From an optimization exercise on the open Yosys and OpenROAD flow, aimed at small area; shortcuts taken in it are not production practice. The RTL was checked by simulation tests, not by an equivalence proof against the original design. The clock port is modelled as an ideal driver, which makes a skipped or thinned clock tree look cheaper than it is; a real chip needs a root buffer or a tree. Power figures rest on the tool's default switching activity, not on a simulated workload.

## build 95
## Index
module Index
#(
  parameter CincoSegundos = 500000,  
  parameter UmSegundo = 100,      
  parameter MeioSegundo = 50      
)
(
  input reset, clock,
  input [1:0] Nivel_Jogo,
  input Modo_Jogo,
  input Iniciar_Jogo,
  input Bot_Ultima_Sequencia,
  input Bot_Vermelho, Bot_Azul, Bot_Amarelo, Bot_Verde,
  output reg [2:0] Led_RGB,
  output [2:0] Fase
);
export LEC_CHECK = 0
export CAP_MARGIN = 20
export CORE_MARGIN = 2
export CORE_UTILIZATION = 70
export PLACE_DENSITY = 0.8
export SLEW_MARGIN = 20
create_clock -name core_clock -period 10.0 [get_ports {clock}]
standard.sh (not shown) runs the stock make flow with config.mk's settings and CLKGATE_MAP_FILE= SYNTH_SCRIPT=/design/flow/synth_recipe.tcl, a recipe that flattens the netlist after the stock synthesis.
==> flow/flow/run.sh <==
#!/bin/bash
# Own layout flow: the standard synthesis, then the combinational logic re-mapped
# for area (every flip-flop kept as synthesis made it), then the standard ORFS layout
# with small port buffers, and a one-level clock tree of a few large clock buffers
# built in place of ORFS's CTS step.
set -euo pipefail
W=$(pwd)
R=$W/orfs/results/${FLOW_PLATFORM:-sky130hd}/Index/base
KN=(
  "BUFFER_PORTS_ARGS=-buffer_cell sky130_fd_sc_hd__buf_1"
)
bash standard.sh synth > $W/synth.log 2>&1
cp $R/1_2_yosys.v $R/1_2_yosys.std.v
bash flow/remap.sh $R/1_2_yosys.std.v $R/1_2_yosys.v > $W/remap.log 2>&1
rm -f $R/1_synth.odb $R/1_synth.sdc
bash standard.sh "${KN[@]}" synth > $W/synth_odb.log 2>&1
bash standard.sh "${KN[@]}" place > $W/place.log 2>&1
MCTS_RESULTS=$R MCTS_N=4 MCTS_BUF=sky130_fd_sc_hd__clkbuf_16 openroad -no_init -exit flow/mcts_run.tcl > $W/mcts.log 2>&1
cp $R/4_1_cts.odb $R/4_cts.odb
touch $R/4_cts.sdc
bash standard.sh "${KN[@]}" > $W/layout.log 2>&1
test -s $W/out/final.def
==> flow/flow/remap.sh <==
#!/bin/bash
# remap.sh IN.v OUT.v : re-map the combinational logic of a mapped sky130hd netlist for area,
# keeping every flip-flop instance (name, cell type, connections) as it is. Several ABC
# scripts run in parallel; the netlist with the smallest cell area is kept.
set -euo pipefail
IN=$1; OUT=$2
P=${FLOW_HOME:-/OpenROAD-flow-scripts/flow}/platforms/sky130hd
L=$P/lib/sky130_fd_sc_hd__tt_025C_1v80.lib
DU=$(sed -n '/DONT_USE_CELLS +=/,/^$/p' $P/config.mk | grep -o 'sky130_fd_sc_hd__[a-z0-9_]*' | sed 's/^/-dont_use /' | tr '\n' ' ')
FF=$(grep -o 'sky130_fd_sc_hd__[a-z0-9_]*' $IN | sort -u | grep -E '__(e|s|se)?df|__dl' | tr '\n' ' ' || true)
D=$(mktemp -d)
SCRIPTS=(
  "strash;&get -n;&dch;&nf -R 1000;&put;topo"
  "strash;&get -n;&deepsyn -T 60;&dch;&nf -R 1000;&put;topo"
  "strash;&get -n;&deepsyn -T 60 -S 2;&dch;&nf -R 1000;&put;topo"
  "strash;&get -n;&deepsyn -T 60 -S 3;&dch -f;&nf -R 1000;&put;topo"
  "strash;&get -n;&deepsyn -T 60 -S 5;&dch;&nf -R 1000;&put;topo"
  "strash;&get -n;&deepsyn -T 60 -S 6 -I 2;&dch;&nf -R 1000;&put;topo"
  "strash;&get -n;&deepsyn -T 60 -S 7;&dch;&nf -R 1000;&put;topo"
  "strash;&get -n;&deepsyn -T 60 -S 9;&dch;&nf -R 1000;&put;topo"
)
NP=${NUM_CORES:-4}
run() {
  k=$1
  echo "${SCRIPTS[$k]}" | tr ';' '\n' > $D/s$k.abc
  cat > $D/remap$k.ys <<EOY
read_liberty -ignore_miss_func $L
setattr -mod -set keep_hierarchy 1 $FF
read_verilog $IN
hierarchy -top Index
flatten
rename -hide w:* i:* o:* %u %d
opt_clean -purge
abc -script $D/s$k.abc -liberty $L $DU
opt_clean -purge
splitnets
opt_clean -purge
hilomap -singleton -hicell sky130_fd_sc_hd__conb_1 HI -locell sky130_fd_sc_hd__conb_1 LO
select Index
write_verilog -noattr -nohex -nodec -selected $D/out$k.v
EOY
  yosys -s $D/remap$k.ys > $D/log$k.txt 2>&1 || return 0
  cat > $D/check$k.ys <<EOY
read_liberty -lib $L
read_verilog $D/out$k.v
hierarchy -top Index
check -assert -mapped
tee -o $D/stat$k.txt stat -liberty $L
EOY
  yosys -s $D/check$k.ys > $D/clog$k.txt 2>&1 || rm -f $D/stat$k.txt
}
# NP variants at a time
for k in "${!SCRIPTS[@]}"; do
  run $k &
  if (( (k + 1) % NP == 0 )); then wait; fi
done
wait
best=""; besta=""
for k in "${!SCRIPTS[@]}"; do
  cat $D/log$k.txt
  [[ -f $D/stat$k.txt ]] || { echo "variant $k: failed"; continue; }
  a=$(grep "Chip area for module" $D/stat$k.txt | awk '{print $NF}')
  echo "variant $k (${SCRIPTS[$k]}): area $a"
  if [[ -z "$besta" ]] || awk "BEGIN{exit !($a < $besta)}"; then best=$k; besta=$a; fi
done
[[ -n "$best" ]]
echo "kept variant $best: area $besta"
cp $D/out$best.v $OUT
rm -rf $D
Other scripts of this flow, unchanged in this note and not shown: flow/flow/mcts.tcl, flow/flow/mcts_run.tcl
The final layout from build 95, which completed every stage, passed the timing, design-rule and antenna checks at the end of the flow.
Modified inputs, trial 70 compared to build 95
-- flow/flow/remap.sh --
<<< build 95, line 11
D=$(mktemp -d)
SCRIPTS=(
  "strash;&get -n;&dch;&nf -R 1000;&put;topo"
  "strash;&get -n;&deepsyn -T 60;&dch;&nf -R 1000;&put;topo"
  "strash;&get -n;&deepsyn -T 60 -S 2;&dch;&nf -R 1000;&put;topo"
  "strash;&get -n;&deepsyn -T 60 -S 3;&dch -f;&nf -R 1000;&put;topo"
  "strash;&get -n;&deepsyn -T 60 -S 5;&dch;&nf -R 1000;&put;topo"
  "strash;&get -n;&deepsyn -T 60 -S 6 -I 2;&dch;&nf -R 1000;&put;topo"
  "strash;&get -n;&deepsyn -T 60 -S 7;&dch;&nf -R 1000;&put;topo"
  "strash;&get -n;&deepsyn -T 60 -S 9;&dch;&nf -R 1000;&put;topo"
)
NP=${NUM_CORES:-4}
run() {
  k=$1
>>> trial 70, line 11
D=$(mktemp -d)
SCRIPTS=(
  "strash;&get -n;&deepsyn -T 60;&dch;&nf -R 1000;&put;topo"
  "strash;&get -n;&deepsyn -T 60 -S 2;&dch;&nf -R 1000;&put;topo"
  "strash;&get -n;&deepsyn -T 60 -S 3;&dch -f;&nf -R 1000;&put;topo"
  "strash;&get -n;&dch;&nf -R 1000;&put;topo"
)
run() {
  k=$1
<<< build 95, line 50
  yosys -s $D/check$k.ys > $D/clog$k.txt 2>&1 || rm -f $D/stat$k.txt
}
# NP variants at a time
for k in "${!SCRIPTS[@]}"; do
  run $k &
  if (( (k + 1) % NP == 0 )); then wait; fi
done
wait
best=""; besta=""
>>> trial 70, line 45
  yosys -s $D/check$k.ys > $D/clog$k.txt 2>&1 || rm -f $D/stat$k.txt
}
for k in "${!SCRIPTS[@]}"; do run $k & done
wait
best=""; besta=""
==> comparison <==
- From build 95 to trial 70 the numbers moved as follows: critical path depth ~0 delta, period utilization barely changed, net switching power figure closely matched the old numbers.
- From build 95 to trial 70, remaining global-route overflow did not move at all.
- Reported for trial 70 and build 95, routed length on met3 turned out identical to the last digit.
- As far as total routing usage reported by global routing goes, build 95 and trial 70 are indistinguishable; the numbers are identical.
- Met2 layer wire length in the routed design: build 95 vs trial 70 identical
In every run of this note, the design's own scripts or RTL, not TritonCTS, make the clock network.

[separate check: timing with driven ports]
The flow's constraints put no driver on any port. The routed layouts listed below were extracted and timed again, unchanged, in two steps.
Step 1 (the two cells are an assumption about what drives the block):
set clk [get_ports {clock}]
set_driving_cell -lib_cell sky130_fd_sc_hd__clkbuf_16 $clk
set_driving_cell -lib_cell sky130_fd_sc_hd__buf_2 [delete_from_list [all_inputs] $clk]
Step 2 adds t to the input delays and takes it off the output delays; t is the mean of the earliest and latest rising clock arrival at the registers after step 1. Input paths then give back, and output paths get back, about the clock's delay inside the block.
Slacks: no drivers / after step 1 / after step 2; pairs: no drivers / after step 1.
run | shift t [ns] | slack for setup (ns) | latest minus earliest clock arrival (ns) | worst slew at a driven data input, ns | cell pins on the clock port's net
build 95 | 0.234 | 5.116 / 5.172 / 4.937 | 0.019 / 0.019 | 0.03 | 4
trial 70 | 0.234 | 5.116 / 5.172 / 4.937 | 0.019 / 0.019 | 0.03 | 4
After both steps every run listed still meets setup and hold.
